Background: an optimization exercise with open tools, aiming at small area, a short achievable clock period and few clock cycles. Do not read the settings as production practice.
The RTL was checked by simulation tests, not by an equivalence proof against the original design.
Power figures rest on the tool's default switching activity, not on a simulated workload.

==> flow/design.v <==
module JAM (
input CLK,
input RST,
output reg [2:0] W,
output reg [2:0] J,
input [6:0] Cost,
output reg [3:0] MatchCount,
output reg [9:0] MinCost,
output reg Valid );
localparam P_COL = 3'd0, P_ROW = 3'd1, P_INS = 3'd2, P_INIT = 3'd3, P_DFS = 3'd4, P_DONE = 3'd5, P_INIT2 = 3'd6;
reg [2:0]  phase;
reg [6:0]  colm [0:7];    
reg [2:0]  lid  [0:7];    
reg [6:0]  lrm  [0:7];    
reg [2:0]  lam  [0:7];    
reg [2:0]  lkey [0:7];    
reg [6:0]  crm;
reg [2:0]  cam;
reg [2:0]  ckey;
reg [7:0]  Lh;            
reg [9:0]  LB0;           
reg [6:0]  dcol [0:6];    
reg [2:0]  job [0:6];     
reg [7:0]  U;             
reg        adv;           
reg [11:0] G;             
reg [6:0]  cmJ;           
integer k;
wire [6:0] cm  = colm[J];
wire [6:0] d2  = Cost - cm;
wire [6:0] nc  = (W == 3'd0 || Cost < cm) ? Cost : cm;
wire       lt2 = (J == 3'd0 || d2 < crm);
wire       eq2 = (d2 == crm);
wire [2:0] ins_id = W - 3'd1;
reg  [7:0] gt;
always @(*) begin
    for (k = 0; k < 8; k = k + 1)
        gt[k] = (k >= ins_id) || (lkey[k] > ckey);
end
wire do_ins = (phase == P_ROW && J == 3'd0 && W != 3'd0) || (phase == P_INS);
wire [7:0] Lup = {Lh[6:0], 1'b0};      
wire [7:0] Ldn = {1'b0, Lh[7:1]};      
reg  [6:0] rm1;                        
reg  [2:0] na, ca, pa, pj, wup, wdn;   
reg  [6:0] dm, rmc;                    
always @(*) begin
    rm1 = 7'd0; na = 3'd0; ca = 3'd0; pa = 3'd0; pj = 3'd0; wup = 3'd0; wdn = 3'd0; dm = 7'd0; rmc = 7'd0;
    for (k = 0; k < 8; k = k + 1) begin
        rm1 = rm1 | ({7{Lup[k]}} & lrm[k]);
        na  = na  | ({3{Lup[k]}} & lam[k]);
        wup = wup | ({3{Lup[k]}} & lid[k]);
        ca  = ca  | ({3{Lh[k]}}  & lam[k]);
        pa  = pa  | ({3{Ldn[k]}} & lam[k]);
        wdn = wdn | ({3{Ldn[k]}} & lid[k]);
    end
    for (k = 0; k < 7; k = k + 1)
        pj = pj | ({3{Ldn[k]}} & job[k]);
    for (k = 0; k < 7; k = k + 1)
        dm = dm | ({7{Ldn[k]}} & dcol[k]);
    for (k = 0; k < 8; k = k + 1)
        rmc = rmc | ({7{Lh[k]}} & lrm[k]);
end
wire [11:0] thr = G + {5'd0, cmJ};
wire thr_neg = thr[11];
wire thr_big = |thr[10:7];
function [1:0] cmp7;
    input [6:0] a, b;
    reg [7:0] l, e;
    reg [3:0] l1, e1;
    reg [1:0] l2, e2;
    integer i;
    begin
        l = {1'b0, ~a & b};
        e = {1'b1, ~(a ^ b)};
        for (i = 0; i < 4; i = i + 1) begin
            l1[i] = l[2*i+1] | (e[2*i+1] & l[2*i]);
            e1[i] = e[2*i+1] & e[2*i];
        end
        for (i = 0; i < 2; i = i + 1) begin
            l2[i] = l1[2*i+1] | (e1[2*i+1] & l1[2*i]);
            e2[i] = e1[2*i+1] & e1[2*i];
        end
        cmp7 = {l2[1] | (e2[1] & l2[0]), e2[1] & e2[0]};
    end
endfunction
wire [1:0] c7 = cmp7(Cost, thr[6:0]);
wire ok   = !adv && !thr_neg && (thr_big || c7[1] || c7[0]);
wire less = !thr_neg && (thr_big || c7[1]);
wire leaf = Lh[7];
wire push = ok && !leaf;
wire better = leaf && ok && less;
wire [7:0] candN  = ~U & ~(8'd1 << ca) & ((J == ca) ? 8'hff : (8'hfe << J));
reg  [2:0] nxt; reg has_nxt;
always @(*) begin
    has_nxt = 1'b0; nxt = 3'd0;
    for (k = 7; k >= 0; k = k - 1)
        if (candN[k]) begin has_nxt = 1'b1; nxt = k; end
end
wire [7:0] freeP = ~(U | (8'd1 << J));
reg  [2:0] first;
always @(*) begin
    first = 3'd0;
    for (k = 7; k >= 0; k = k - 1)
        if (freeP[k]) first = k;
    if (freeP[na]) first = na;
end
wire [7:0] Up    = U & ~(8'd1 << pj);
wire [7:0] candP = ~Up & ~(8'd1 << pa) & ((pj == pa) ? 8'hff : (8'hfe << pj));
reg  [2:0] pnxt; reg has_pnxt;
always @(*) begin
    has_pnxt = 1'b0; pnxt = 3'd0;
    for (k = 7; k >= 0; k = k - 1)
        if (candP[k]) begin has_pnxt = 1'b1; pnxt = k; end
end
function [23:0] csa;    
    input [11:0] x, y, z;
    begin
        csa[11:0]  = x ^ y ^ z;
        csa[23:12] = {(x[10:0] & y[10:0]) | (x[10:0] & z[10:0]) | (y[10:0] & z[10:0]), 1'b0};
    end
endfunction
wire [11:0] e_cm   = {5'd0, cmJ};
wire [11:0] e_rm1  = {5'd0, rm1};
wire [11:0] n_cost = ~{5'd0, Cost};
wire [23:0] gp1 = csa(G, e_cm, e_rm1);
wire [23:0] gp2 = csa(gp1[11:0], gp1[23:12], n_cost);
wire [11:0] g_push = gp2[11:0] + gp2[23:12] + 12'd1;
wire [23:0] lc1 = csa({2'd0, MinCost}, ~G, ~e_cm);
wire [23:0] lc2 = csa(lc1[11:0], lc1[23:12], {5'd0, Cost});
wire [11:0] leafsum = lc2[11:0] + lc2[23:12] + 12'd2;
wire [9:0]  leafcost = leafsum[9:0];
wire [23:0] gb1     = csa(G, ~{5'd0, rmc}, {5'd0, dm});
wire [11:0] g_pop   = gb1[11:0] + gb1[23:12] + 12'd1;
wire [23:0] gq1     = csa({5'd0, dm}, ~{5'd0, rmc}, ~e_cm);
wire [23:0] gq2     = csa(gq1[11:0], gq1[23:12], {5'd0, Cost});
wire [11:0] g_popb  = gq2[11:0] + gq2[23:12] + 12'd2;
wire [6:0]  dnow    = Cost - cmJ;
always @(posedge CLK) begin
    if (phase == P_COL) colm[J] <= nc;
    if (phase == P_ROW) begin
        if (lt2) begin
            crm <= d2;
            cam <= J;
            ckey <= 3'd0;
        end else if (eq2) begin
            cam <= J;
            ckey <= ckey + 3'd1;
        end
    end
    if (do_ins) begin
        for (k = 0; k < 8; k = k + 1)
            if (gt[k]) begin
                if (k > 0 && gt[k - 1]) begin
                    lid[k]  <= lid[k - 1];
                    lrm[k]  <= lrm[k - 1];
                    lam[k]  <= lam[k - 1];
                    lkey[k] <= lkey[k - 1];
                end else begin
                    lid[k]  <= ins_id;
                    lrm[k]  <= crm;
                    lam[k]  <= cam;
                    lkey[k] <= ckey;
                end
            end
    end
    if (phase == P_DFS) begin
        for (k = 0; k < 7; k = k + 1)
            if (Lh[k]) job[k] <= J;
        for (k = 0; k < 7; k = k + 1)
            if (Lh[k]) dcol[k] <= dnow;
    end
end
reg [2:0]  phase_n, W_n, J_n;
reg        Valid_n, adv_n;
reg [7:0]  Lh_n, U_n;
reg [11:0] G_n;
reg [6:0]  cmJ_n;
reg [9:0]  LB0_n;
reg [9:0]  MinCost_n;
reg [3:0]  MatchCount_n;
always @(*) begin
    phase_n = phase; W_n = W; J_n = J; Valid_n = Valid;
    Lh_n = Lh; U_n = U; adv_n = adv; G_n = G; cmJ_n = cmJ; LB0_n = LB0;
    MinCost_n = MinCost; MatchCount_n = MatchCount;
    case (phase)
    P_COL: begin
        {J_n, W_n} = {J, W} + 6'd1;
        if (W == 3'd7 && J == 3'd7) phase_n = P_ROW;
    end
    P_ROW: begin
        if (W == 3'd0) LB0_n = ((J == 3'd0) ? 10'd0 : LB0) + {3'd0, cm};
        else if (J == 3'd0) LB0_n = LB0 + {3'd0, crm};
        {W_n, J_n} = {W, J} + 6'd1;
        if (W == 3'd7 && J == 3'd7) phase_n = P_INS;
    end
    P_INS: begin
        LB0_n = LB0 + {3'd0, crm};
        phase_n = P_INIT;
    end
    P_INIT: begin
        G_n = 12'd1023 - {2'd0, LB0} + {5'd0, lrm[0]};
        W_n = lid[0];
        J_n = lam[0];
        Lh_n = 8'd1;
        U_n = 8'd0;
        adv_n = 1'b0;
        MinCost_n = 10'd1023;
        MatchCount_n = 4'd0;
        phase_n = P_INIT2;
    end
    P_INIT2: begin
        cmJ_n = cm;
        phase_n = P_DFS;
    end
    P_DFS: begin
        adv_n = 1'b0;
        if (better) begin
            MinCost_n = leafcost;
            MatchCount_n = 4'd1;
        end else if (leaf && ok)
            MatchCount_n = MatchCount + 4'd1;
        if (push) begin
            U_n = U | (8'd1 << J);
            Lh_n = Lup;
            W_n = wup;
            J_n = first;
            G_n = g_push;
            cmJ_n = colm[first];
        end else if (has_nxt && !leaf) begin
            J_n = nxt;
            cmJ_n = colm[nxt];
        end else if (Lh[0]) begin
            phase_n = P_DONE;
            Valid_n = 1'b1;
        end else begin
            Lh_n = Ldn;
            W_n = wdn;
            U_n = Up;
            J_n = has_pnxt ? pnxt : pj;
            adv_n = !has_pnxt;
            G_n = better ? g_popb : g_pop;
            cmJ_n = colm[pnxt];
        end
    end
    default: ;
    endcase
end
always @(posedge CLK or posedge RST) begin
    if (RST) begin
        phase <= P_COL;
        W <= 3'd0;
        J <= 3'd0;
        Valid <= 1'b0;
    end else begin
        phase <= phase_n;
        W <= W_n;
        J <= J_n;
        Valid <= Valid_n;
    end
end
always @(posedge CLK) begin
    Lh <= Lh_n;
    U <= U_n;
    adv <= adv_n;
    G <= G_n;
    cmJ <= cmJ_n;
    LB0 <= LB0_n;
    MinCost <= MinCost_n;
    MatchCount <= MatchCount_n;
end
endmodule
Settings: LEC_CHECK=0, CAP_MARGIN=20, CORE_MARGIN=2, CORE_UTILIZATION=60, SETUP_SLACK_MARGIN=3.5, SLEW_MARGIN=20; clock period 8.0 ns.
run.sh (not shown) runs the stock make flow with config.mk's settings and CLKGATE_MAP_FILE= SYNTH_SCRIPT=/design/flow/synth_recipe.tcl, a recipe that flattens the netlist after the stock synthesis.
The first run finished clean.
Testbench counts at the start, summed over its fixed seeds: cycles 5,268.
==> next run, changes <==
--- a/flow/design.v
+++ b/flow/design.v
@@ -123,20 +123,16 @@
 wire [11:0] e_rm1  = {5'd0, rm1};
 wire [11:0] n_cost = ~{5'd0, Cost};
 wire [23:0] gp1 = csa(G, e_cm, e_rm1);
 wire [23:0] gp2 = csa(gp1[11:0], gp1[23:12], n_cost);
 wire [11:0] g_push = gp2[11:0] + gp2[23:12] + 12'd1;
-wire [23:0] lc1 = csa({2'd0, MinCost}, ~G, ~e_cm);
-wire [23:0] lc2 = csa(lc1[11:0], lc1[23:12], {5'd0, Cost});
-wire [11:0] leafsum = lc2[11:0] + lc2[23:12] + 12'd2;
-wire [9:0]  leafcost = leafsum[9:0];
-wire [23:0] gb1     = csa(G, ~{5'd0, rmc}, {5'd0, dm});
-wire [11:0] g_pop   = gb1[11:0] + gb1[23:12] + 12'd1;
-wire [23:0] gq1     = csa({5'd0, dm}, ~{5'd0, rmc}, ~e_cm);
-wire [23:0] gq2     = csa(gq1[11:0], gq1[23:12], {5'd0, Cost});
-wire [11:0] g_popb  = gq2[11:0] + gq2[23:12] + 12'd2;
 wire [6:0]  dnow    = Cost - cmJ;
+wire [9:0]  leafcost = MinCost - G[9:0] + {3'd0, dnow};
+wire [7:0]  xpop    = {1'b0, dm} - {1'b0, rmc};
+wire [11:0] g_pop   = G + {{4{xpop[7]}}, xpop};
+wire [8:0]  gpb     = {xpop[7], xpop} + {2'd0, dnow};
+wire [11:0] g_popb  = {{3{gpb[8]}}, gpb};
 always @(posedge CLK) begin
     if (phase == P_COL) colm[J] <= nc;
     if (phase == P_ROW) begin
         if (lt2) begin
             crm <= d2;
=> Global-route usage is higher by 0.35 points; wire length is lower by 1.7%; cell count hardly moves; via count is higher by 1.2%; final area is lower by 1.7%; total power is lower by 38%; utilization is lower by 0.68 points; clock-buffer cell count is lower by 6; worst hold slack is worse by 0.093 ns; first-iteration DRC count is unchanged.
Testbench counts after the change, summed over its fixed seeds: cycles 5,268.

==> separate check: timing with driven ports <==
The flow's constraints put no driver on any port. The routed layouts listed below were extracted and timed again, unchanged, in two steps. Step 1: set_driving_cell puts a clkbuf_16 on CLK and a buf_2 on each other input, an assumption about the parent block. Step 2 moves the port delays by t, midway between the first and last clock arrival at a register: inputs arrive t later, outputs are due t later. That takes back most of the time a late clock gives input paths. a / b / c = no drivers / after step 1 / after step 2; a / b = the first two.
| run | t, ns | slack for setup (ns) | worst setup path after step 2 | latest minus earliest clock arrival (ns) |
|---|---|---|---|---|
| the first run | 0.614 | 3.451 / 3.451 / 2.958 | input to register | 0.032 / 0.032 |
| the second run | 0.625 | 3.444 / 3.444 / 2.934 | input to register | 0.026 / 0.027 |
After both steps setup and hold are still met in every run listed. The setup slack of the second run, which loses most, moves by 0.000 ns with the drivers and by -0.510 ns with both steps.
